This is an optimization exercise on Yosys and OpenROAD, whose aim is small area and a short achievable clock period, not a production implementation. Power is estimated from default activity; no workload was simulated.

==> inputs of build 20 <==
==> flow/design.v <==
module Vcpu32Alu #(
   parameter K = 8                         
   ) (
   input    wire          clk,
   input    wire[0:31]    a,
   input    wire[0:31]    b,
   input    wire[0:7]     ac,
   output   wire[0:31]    r,
   output   wire          c,
   output   wire          n,
   output   wire          z,
   output   wire          err
   );
   localparam NG = 32 / K;
   wire        cin   = ac[0];
   wire [31:0] tA    = a << ac[3:4];
   wire [31:0] tB    = ac[1] ? ~b : b;
   wire [2:0]  op    = ac[5:7];
   wire        isAdd = ( op == 3'd3 );
   reg  [31:0] tL;
   always @(*) begin
      case ( op )
         3'd1:    tL = tA;
         3'd2:    tL = tB;
         3'd5:    tL = tA & tB;
         3'd6:    tL = tA | tB;
         3'd7:    tL = tA ^ tB;
         default: tL = 32'd0;
      endcase
   end
   wire [31:0]   gSum;
   wire [NG-1:0] gCout;
   genvar j;
   generate
      for ( j = 0; j < NG; j = j + 1 ) begin : grp
         if ( j == 0 ) begin : g0
            assign { gCout[j], gSum[K-1:0] } = tA[K-1:0] + tB[K-1:0] + cin;
         end else begin : gn
            assign { gCout[j], gSum[K*j+K-1:K*j] } = tA[K*j+K-1:K*j] + tB[K*j+K-1:K*j];
         end
      end
   endgenerate
   reg [31:0]   s1X;
   reg [NG-1:0] s1G;
   reg          s1Inv;
   always @( posedge clk ) begin
      s1X   <= isAdd ? gSum : tL;
      s1G   <= isAdd ? gCout : { NG { 1'b0 }};
      s1Inv <= ac[2];
   end
   wire [32:0] gVec;
   generate
      for ( j = 0; j < NG; j = j + 1 ) begin : gv
         assign gVec[K*j+K] = s1G[j];
         assign gVec[K*j+K-1:K*j+1] = 0;
      end
   endgenerate
   assign gVec[0] = 1'b0;
   wire [32:0] sum = { 1'b0, s1X } + gVec;
   reg [31:0] s2R;
   reg        s2C;
   always @( posedge clk ) begin
      s2R <= sum[31:0] ^ { 32 { s1Inv }};
      s2C <= sum[32];
   end
   assign r   = s2R;
   assign c   = s2C;
   assign n   = s2R[31];
   assign z   = ( s2R == 32'd0 );
   assign err = 1'b0;
endmodule
==> flow/run.sh <==
#!/bin/bash
# synth_recipe.tcl (not shown) runs the flow's synth.tcl, then flattens the netlist and writes it again
# the make line also repeats each setting of config.mk as NAME=value (left out here)
make -C /OpenROAD-flow-scripts/flow DESIGN_CONFIG=/design/flow/config.mk WORK_HOME=/design/flow/orfs CLKGATE_MAP_FILE= SYNTH_SCRIPT=/design/flow/synth_recipe.tcl finish
==> flow/config.mk <==
export PLATFORM = sky130hd
export DESIGN_NAME = Vcpu32Alu
export DESIGN_NICKNAME = Vcpu32Alu
export VERILOG_FILES = /design/flow/design.v
export SDC_FILE = /design/flow/constraint.sdc
export NUM_CORES = 4
export LEC_CHECK = 0
export CAP_MARGIN = 20
export CORE_MARGIN = 2
export CORE_UTILIZATION = 40
export SETUP_SLACK_MARGIN = 2.5
export SLEW_MARGIN = 20
==> flow/constraint.sdc <==
create_clock -name core_clock -period 5.5 [get_ports {clk}]
set_input_delay 1.1000 -clock core_clock [delete_from_list [all_inputs] [get_ports {clk}]]
set_output_delay 1.1000 -clock core_clock [all_outputs]
set_load 0.01 [all_outputs]
==> trial 79: changes against build 20 <==
--- a/flow/config.mk
+++ b/flow/config.mk
@@ -10,3 +10,2 @@
 export CORE_UTILIZATION = 40
-export SETUP_SLACK_MARGIN = 2.5
 export SLEW_MARGIN = 20
==> metrics list <==
* Worst Setup SP: a[15]
- Multi-input logic gates represent a cell area share of 0.590.
* Minimum hold slack: ~420 ps
- Fmax: approximately 330 MHz
- For this design the ratio of total power to cell area is approximately 250 mW/mm2.
- Per report_power, the Sequential row totals between 0.0006 and 0.0007 W.
- Routed metal-1 wire length: about 8900 um
* Outcome: complete, no violations
The numbers above come from build 20.

==> metrics list <==
* Outcome: complete, no violations
* Seq group: 0.000669 W
- Worst Setup SP: ac[3]
- Fmax: 257 MHz
* Minimum hold slack: 416 ps
The numbers above come from trial 79.

No run of this note included a check of the RTL's function; only the layout flow was run.

---

==> run a: inputs <==
Starts from the design.v that is shown in full above.
Settings: LEC_CHECK=0, CAP_MARGIN=20, CORE_MARGIN=2, CORE_UTILIZATION=40, SETUP_SLACK_MARGIN=3.5, SLEW_MARGIN=20; clock period 5.5 ns.
run.sh (not shown) runs the stock make flow with config.mk's settings and CLKGATE_MAP_FILE= SYNTH_SCRIPT=/design/flow/synth_recipe.tcl, a recipe that flattens the netlist after the stock synthesis.
==> inputs of run b, as changes to run a <==
--- a/flow/design.v
+++ b/flow/design.v
@@ -1,3 +1,3 @@
 module Vcpu32Alu #(
-   parameter K = 8                         
+   parameter K = 4                         
    ) (
Settings changed: SETUP_SLACK_MARGIN 3.5 to not set.
==> inputs of run c, as changes to run a <==
==> flow/design.v (replaced) <==
module AluShiftBit (
   input    wire[3:0]   d,
   input    wire[1:0]   sh,
   output   wire        t
   );
   assign t = d[3 - sh];
endmodule
module AluPair (
   input    wire[1:0]   tA,
   input    wire[1:0]   b,
   input    wire[3:0]   u,
   input    wire        gP,
   input    wire        gN,
   input    wire        ci,
   output   wire[1:0]   x,
   output   wire        co
   );
   wire [1:0] l = { u[{ tA[1], b[1] }], u[{ tA[0], b[0] }] };
   wire [1:0] g = tA & (( b & { 2 { gP }} ) | ( ~b & { 2 { gN }} ));
   wire       c1 = g[0] | ( l[0] & ci );
   assign x  = l ^ { c1, ci };
   assign co = g[1] | ( l[1] & c1 );
endmodule
module AluStage2 (
   input    wire[31:0]  x,
   input    wire[15:0]  g,
   input    wire        inv,
   output   wire[31:0]  r,
   output   wire        co
   );
   wire [15:0] p;
   genvar j;
   generate
      for ( j = 0; j < 16; j = j + 1 ) begin : gp
         assign p[j] = x[2*j+1] & x[2*j];
      end
   endgenerate
   wire [15:0] g1, p1, g2, p2, g3, p3, g4;
   generate
      for ( j = 0; j < 16; j = j + 1 ) begin : sk
         if ( j % 2 == 1 ) begin : l1a
            assign g1[j] = g[j] | ( p[j] & g[j-1] );
            assign p1[j] = p[j] & p[j-1];
         end else begin : l1b
            assign g1[j] = g[j];
            assign p1[j] = p[j];
         end
         if ( j % 4 >= 2 ) begin : l2a
            assign g2[j] = g1[j] | ( p1[j] & g1[j - j % 4 + 1] );
            assign p2[j] = p1[j] & p1[j - j % 4 + 1];
         end else begin : l2b
            assign g2[j] = g1[j];
            assign p2[j] = p1[j];
         end
         if ( j % 8 >= 4 ) begin : l3a
            assign g3[j] = g2[j] | ( p2[j] & g2[j - j % 8 + 3] );
            assign p3[j] = p2[j] & p2[j - j % 8 + 3];
         end else begin : l3b
            assign g3[j] = g2[j];
            assign p3[j] = p2[j];
         end
         if ( j >= 8 ) begin : l4a
            assign g4[j] = g3[j] | ( p3[j] & g3[7] );
         end else begin : l4b
            assign g4[j] = g3[j];
         end
      end
   endgenerate
   wire [15:0] cin = { g4[14:0], 1'b0 };
   generate
      for ( j = 0; j < 16; j = j + 1 ) begin : inc
         assign r[2*j]   = x[2*j] ^ cin[j] ^ inv;
         assign r[2*j+1] = x[2*j+1] ^ ( cin[j] & x[2*j] ) ^ inv;
      end
   endgenerate
   assign co = g4[15];
endmodule
module Vcpu32Alu (
   input    wire          clk,
   input    wire[0:31]    a,
   input    wire[0:31]    b,
   input    wire[0:7]     ac,
   output   wire[0:31]    r,
   output   wire          c,
   output   wire          n,
   output   wire          z,
   output   wire          err
   );
   wire [31:0] A    = a;
   wire [31:0] B    = b;
   wire        cin  = ac[0];
   wire        invB = ac[1];
   wire [1:0]  sh   = ac[3:4];
   wire [2:0]  op   = ac[5:7];
   wire isAdd  = ( op == 3'd3 );
   wire selA   = ( op == 3'd1 );
   wire selB   = ( op == 3'd2 );
   wire selAnd = ( op == 3'd5 );
   wire selOr  = ( op == 3'd6 );
   wire selXor = ( op == 3'd7 );
   wire [3:0]  fT = { selA | selB | selAnd | selOr,          
                      selA | isAdd | selOr | selXor,         
                      selB | isAdd | selOr | selXor,         
                      1'b0 };                                
   wire [3:0]  uT = invB ? { fT[2], fT[3], fT[0], fT[1] } : fT;
   wire        gP = isAdd & ~invB;                          
   wire        gN = isAdd & invB;                           
   wire        cinA = cin & isAdd;
   wire [34:0] Ax = { A, 3'b000 };
   wire [31:0] tA;
   wire [31:0] gSum;
   wire [15:0] gCo;
   genvar i;
   generate
      for ( i = 0; i < 32; i = i + 1 ) begin : sb
         AluShiftBit S ( .d( Ax[i+3:i] ), .sh( sh ), .t( tA[i] ));
      end
      for ( i = 0; i < 16; i = i + 1 ) begin : pr
         AluPair P ( .tA( tA[2*i+1:2*i] ), .b( B[2*i+1:2*i] ), .u( uT ), .gP( gP ), .gN( gN ),
                     .ci( i == 0 ? cinA : 1'b0 ), .x( gSum[2*i+1:2*i] ), .co( gCo[i] ));
      end
   endgenerate
   reg [31:0]   s1X;
   reg [15:0]   s1G;
   reg          s1Inv;
   always @( posedge clk ) begin
      s1X   <= gSum;
      s1G   <= gCo;
      s1Inv <= ac[2];
   end
   wire [31:0] rOut;
   wire        rCo;
   AluStage2 U2 ( .x( s1X ), .g( s1G ), .inv( s1Inv ), .r( rOut ), .co( rCo ));
   reg [31:0] s2R;
   reg        s2C;
   always @( posedge clk ) begin
      s2R <= rOut;
      s2C <= rCo;
   end
   assign r   = s2R;
   assign c   = s2C;
   assign n   = s2R[31];
   assign z   = ( s2R == 32'd0 );
   assign err = 1'b0;
endmodule
==> flow/flow/run.sh (new file) <==
#!/bin/bash
# Layout flow: the standard layout (standard.sh, the standard synthesis and ORFS steps unchanged),
# except that each input and output port is buffered with a plain sky130_fd_sc_hd__buf_N cell
# (PORT_BUF below) rather than the delay buffer that buffer_ports picks by default.
# The whole make output goes to standard_flow.log in the work folder; ORFS's per-step logs are
# under orfs/logs/.
set -euo pipefail
cd "$(dirname "${BASH_SOURCE[0]}")/.."
PORT_BUF=sky130_fd_sc_hd__buf_1
export BUFFER_PORTS_ARGS="-buffer_cell ${PORT_BUF}"
bash standard.sh finish > standard_flow.log 2>&1
==> flow/standard.sh (new file) <==
#!/bin/bash
# synth_recipe.tcl (not shown) runs the flow's synth.tcl, then flattens the netlist and writes it again
# the make line also repeats each setting of config.mk as NAME=value (left out here)
make -C /OpenROAD-flow-scripts/flow DESIGN_CONFIG=/design/flow/config.mk WORK_HOME=/design/flow/orfs CLKGATE_MAP_FILE= SYNTH_SCRIPT=/design/flow/synth_recipe.tcl "${@:-finish}"
Settings changed: CTS_BUF_LIST set to sky130_fd_sc_hd__clkbuf_4 sky130_fd_sc_hd__clkbuf_8, SETUP_SLACK_MARGIN 3.5 to 3.0, SYNTH_HIERARCHICAL set to 1.
removed: flow/run.sh
==> results.txt <==
- The highest final cell count belongs to run a, the lowest to run c.
- Against run a, the count of clock-buffer cells in the layout of run b is lower by 3.
- Run a completed without violations. Run c went through all stages and came out clean. Run b finished with timing, DRC and antenna clean.
- Of run c and run a, run a has the higher design area (gap about 34%, measured against run a).
- In run a the critical path depth is higher than in run c, by 2.
- The lowest clock skew belongs to run a, the highest to run c.
Function was not checked in any run of this note: the RTL went through the layout flow alone.

[afterwards: timing with drivers on the ports]
Ports are ideal in the flow. The routed layouts listed here were re-timed in OpenROAD.
Step 1 sets driving cells, clkbuf_16 on the clock port and buf_2 on the other inputs (assumed; they add their load-dependent delay and slew).
Step 2 moves the port delays by t, midway between the first and last clock arrival at a register: inputs arrive t later, outputs are due t later. That takes back most of the time a late clock gives input paths.
a / b / c = no drivers / after step 1 / after step 2; a / b = the first two.
run | t (ns) | slack for setup (ns) | clock arrival spread, ns | slew at the worst register clock pin (ns) | pins driven straight from the clock port
build 20 | 0.360 | 2.461 / 2.420 / 2.060 | 0.007 / 0.008 | 0.05 / 0.05 | 1
trial 79 | 0.362 | 1.608 / 1.623 / 1.261 | 0.006 / 0.006 | 0.06 / 0.06 | 1
run a | 0.355 | 2.572 / 2.489 / 2.133 | 0.006 / 0.007 | 0.05 / 0.05 | 1
run b | 0.363 | 1.359 / 1.374 / 1.011 | 0.011 / 0.011 | 0.06 / 0.06 | 1
run c | 0.390 | 2.817 / 2.813 / 2.424 | 0.014 / 0.015 | 0.08 / 0.08 | 1
After both steps setup and hold are still met in every run listed. The setup slack of run a, which loses most, moves by -0.083 ns with the drivers and by -0.439 ns with both steps.
